From an optimization exercise on the open Yosys and OpenROAD flow, aimed at small area, a short achievable clock period and few clock cycles; shortcuts taken in it are not production practice.
In this exercise RTL edits were held to simulation tests only and were not proved equivalent to the original.
Power figures rest on the tool's default switching activity, not on a simulated workload.

Design LASER, start of the top module:
module LASER (
input CLK,
input RST,
input [3:0] X,
input [3:0] Y,
output [3:0] C1X,
output [3:0] C1Y,
output [3:0] C2X,
output [3:0] C2Y,
output reg DONE);
For scale: about 7,100 cells after synthesis, roughly 870 flip-flops, roughly 65,000 µm² of cells after synthesis.
make LEC_CHECK=0 ABC_CLOCK_PERIOD_IN_PS=4500 CAP_MARGIN=20 CORE_MARGIN=2 CORE_UTILIZATION=40 SETUP_SLACK_MARGIN=5 SLEW_MARGIN=20 finish   # period 10.0 ns
run.sh (not shown) runs the stock make flow with config.mk's settings and CLKGATE_MAP_FILE= SYNTH_SCRIPT=/design/flow/synth_recipe.tcl, a recipe that flattens the netlist after the stock synthesis.
Testbench counts at the start, summed over its fixed seeds: cycles 5,031.
==> next run, changes <==
--- a/flow/design.v
+++ b/flow/design.v
@@ -19,15 +19,14 @@
 reg [3:0] rlo [0:39];
 reg [3:0] rhi [0:39];
 reg        s2_valid;
 reg [3:0]  s2_row;
 reg [5:0]  cnt_r [0:15];
 reg [5:0]  M, Mp1, Mp2;
 reg [7:0]  B, Bp;
-integer i, j;
 assign C1X = B[3:0];
 assign C1Y = B[7:4];
 assign C2X = Bp[3:0];
 assign C2Y = Bp[7:4];
 wire labeling = (state == S_LABEL);
 wire loading = (state == S_LOAD);
 wire [15:0] bx_oh = 16'd1 << B[3:0];
@@ -108,76 +107,66 @@
 	wire [39:0] bits;
 	for (gi = 0; gi < 40; gi = gi + 1) begin : b
 		assign bits[gi] = mask[gi][gj];
 	end
 	pc40 u_pc (.a(bits), .s(cnt[gj]));
 end
 endgenerate
-always @(posedge CLK) begin
-	for (j = 0; j < 16; j = j + 1)
-		cnt_r[j] <= cnt[j];
-end
 function ge6;
 	input [5:0] a, b;
 	reg [5:0] g, e;
 	reg g10, e10, g32, e32, g54, e54;
 	begin
 		g = a & ~b;
 		e = ~(a ^ b);
 		g10 = g[1] | e[1] & (a[0] | ~b[0]);
 		g32 = g[3] | e[3] & g[2];  e32 = e[3] & e[2];
 		g54 = g[5] | e[5] & g[4];  e54 = e[5] & e[4];
 		ge6 = g54 | e54 & (g32 | e32 & g10);
 	end
 endfunction
-wire [5:0] lv_c [0:27];
-wire [3:0] lv_i [0:27];
+wire [5:0] lv_c [0:30];
+wire [3:0] lv_i [0:30];
 reg  [5:0] q_c [0:3];
 reg  [3:0] q_i [0:3];
 reg        s3_valid;
 reg  [3:0] s3_row;
 generate
 for (gj = 0; gj < 16; gj = gj + 1) begin : lv0
 	assign lv_c[gj] = cnt_r[gj];
 	assign lv_i[gj] = gj;
 end
-for (gj = 0; gj < 12; gj = gj + 1) begin : lvn
-	wire [5:0] lc = lv_c[2*gj], rc = lv_c[2*gj+1];
-	wire [3:0] li = lv_i[2*gj], ri = lv_i[2*gj+1];
+for (gj = 0; gj < 15; gj = gj + 1) begin : lvn
+	wire [5:0] lc, rc;
+	wire [3:0] li, ri;
+	if (gj == 12 || gj == 13) begin : reg_in
+		assign lc = q_c[2*gj-24];
+		assign rc = q_c[2*gj-23];
+		assign li = q_i[2*gj-24];
+		assign ri = q_i[2*gj-23];
+	end else begin : comb_in
+		assign lc = lv_c[2*gj];
+		assign rc = lv_c[2*gj+1];
+		assign li = lv_i[2*gj];
+		assign ri = lv_i[2*gj+1];
+	end
 	wire right = ge6(rc, lc);
 	assign lv_c[16+gj] = right ? rc : lc;
 	assign lv_i[16+gj] = right ? ri : li;
 end
 endgenerate
 always @(posedge CLK) begin
-	for (j = 0; j < 4; j = j + 1) begin
-		q_c[j] <= lv_c[24+j];
-		q_i[j] <= lv_i[24+j];
-	end
-end
-wire w01 = ge6(q_c[1], q_c[0]), w02 = ge6(q_c[2], q_c[0]), w03 = ge6(q_c[3], q_c[0]);
-wire w12 = ge6(q_c[2], q_c[1]), w13 = ge6(q_c[3], q_c[1]), w23 = ge6(q_c[3], q_c[2]);
-wire [3:0] sel;
-assign sel[0] = ~w01 & ~w02 & ~w03;
-assign sel[1] =  w01 & ~w12 & ~w13;
-assign sel[2] =  w02 &  w12 & ~w23;
-assign sel[3] =  w03 &  w13 &  w23;
-reg [5:0] rmax;
-reg [3:0] rcol;
-reg take, hitp;
-always @(*) begin
-	rmax = 6'd0; rcol = 4'd0; take = 1'b0; hitp = 1'b0;
-	for (j = 0; j < 4; j = j + 1) begin
-		rmax = rmax | ({6{sel[j]}} & q_c[j]);
-		rcol = rcol | ({4{sel[j]}} & q_i[j]);
-		take = take | (sel[j] & ge6(q_c[j], M));
-		hitp = hitp | (sel[j] & (q_c[j] == Mp2));
-	end
+	q_c[0] <= lv_c[24]; q_c[1] <= lv_c[25]; q_c[2] <= lv_c[26]; q_c[3] <= lv_c[27];
+	q_i[0] <= lv_i[24]; q_i[1] <= lv_i[25]; q_i[2] <= lv_i[26]; q_i[3] <= lv_i[27];
 end
-wire finish = take ? hitp : (M == Mp2);
+wire [5:0] rmax = lv_c[30];
+wire [3:0] rcol = lv_i[30];
+wire take = ge6(rmax, M);
+wire finish = take ? (rmax == Mp2) : (M == Mp2);
+integer i, j;
 always @(posedge CLK or posedge RST) begin
 	if (RST) begin
 		state <= S_LOAD;
 		ld_cnt <= 6'd0;
 		row <= 4'd0;
 		nrow <= 4'd0;
 		s2_valid <= 1'b0;
@@ -255,14 +244,16 @@
 		if (s3_valid && take) begin
 			M <= rmax;
 			B <= {s3_row, rcol};
 		end
 	end
 end
 always @(posedge CLK) begin
+	for (j = 0; j < 16; j = j + 1)
+		cnt_r[j] <= cnt[j];
 	for (i = 0; i < 40; i = i + 1) begin
 		rx[i] <= in_x[i];
 		ry[i] <= in_y[i];
 		rl[i] <= in_l[i];
 		rlo[i] <= nlo[i];
 		rhi[i] <= nhi[i];
 	end
What happened:
- wire length fell by 2.6%
- final area barely changes
- sequential cell count is unchanged
- synthesized cell count fell by 7.0%
- combinational power rose by about 30%
- synthesized area fell by about 3%
- global-route usage hardly moves
- sequential power stays flat
- worst setup slack gets worse by 0.63 ns
- sequential share of layout area rose by 0.23 points
- core utilization rose by 1.7 points
Testbench counts after the change, summed over its fixed seeds: cycles 5,031.

[port drivers added, routing unchanged]
Ports are ideal in the flow. The routed layouts listed here were re-timed in OpenROAD.
Step 1: set_driving_cell puts a clkbuf_16 on CLK and a buf_2 on each other input, an assumption about the parent block.
Step 2 also shifts input and output timing later by t, the mid clock arrival at the registers, as if the neighbouring blocks saw the same clock.
Slacks: ideal / step 1 / step 2; pairs: ideal / step 1.
| run | shift t [ns] | setup slack, ns | clock arrival spread, ns | worst register clock-pin slew, ns | pins driven straight from the clock port |
|---|---|---|---|---|---|
| the first run | 0.802 | 5.065 / 5.065 / 5.065 | 0.044 / 0.045 | 0.07 / 0.07 | 1 |
| the second run | 0.801 | 4.433 / 4.433 / 4.433 | 0.062 / 0.063 | 0.08 / 0.08 | 1 |
After both steps every run listed still meets setup and hold.
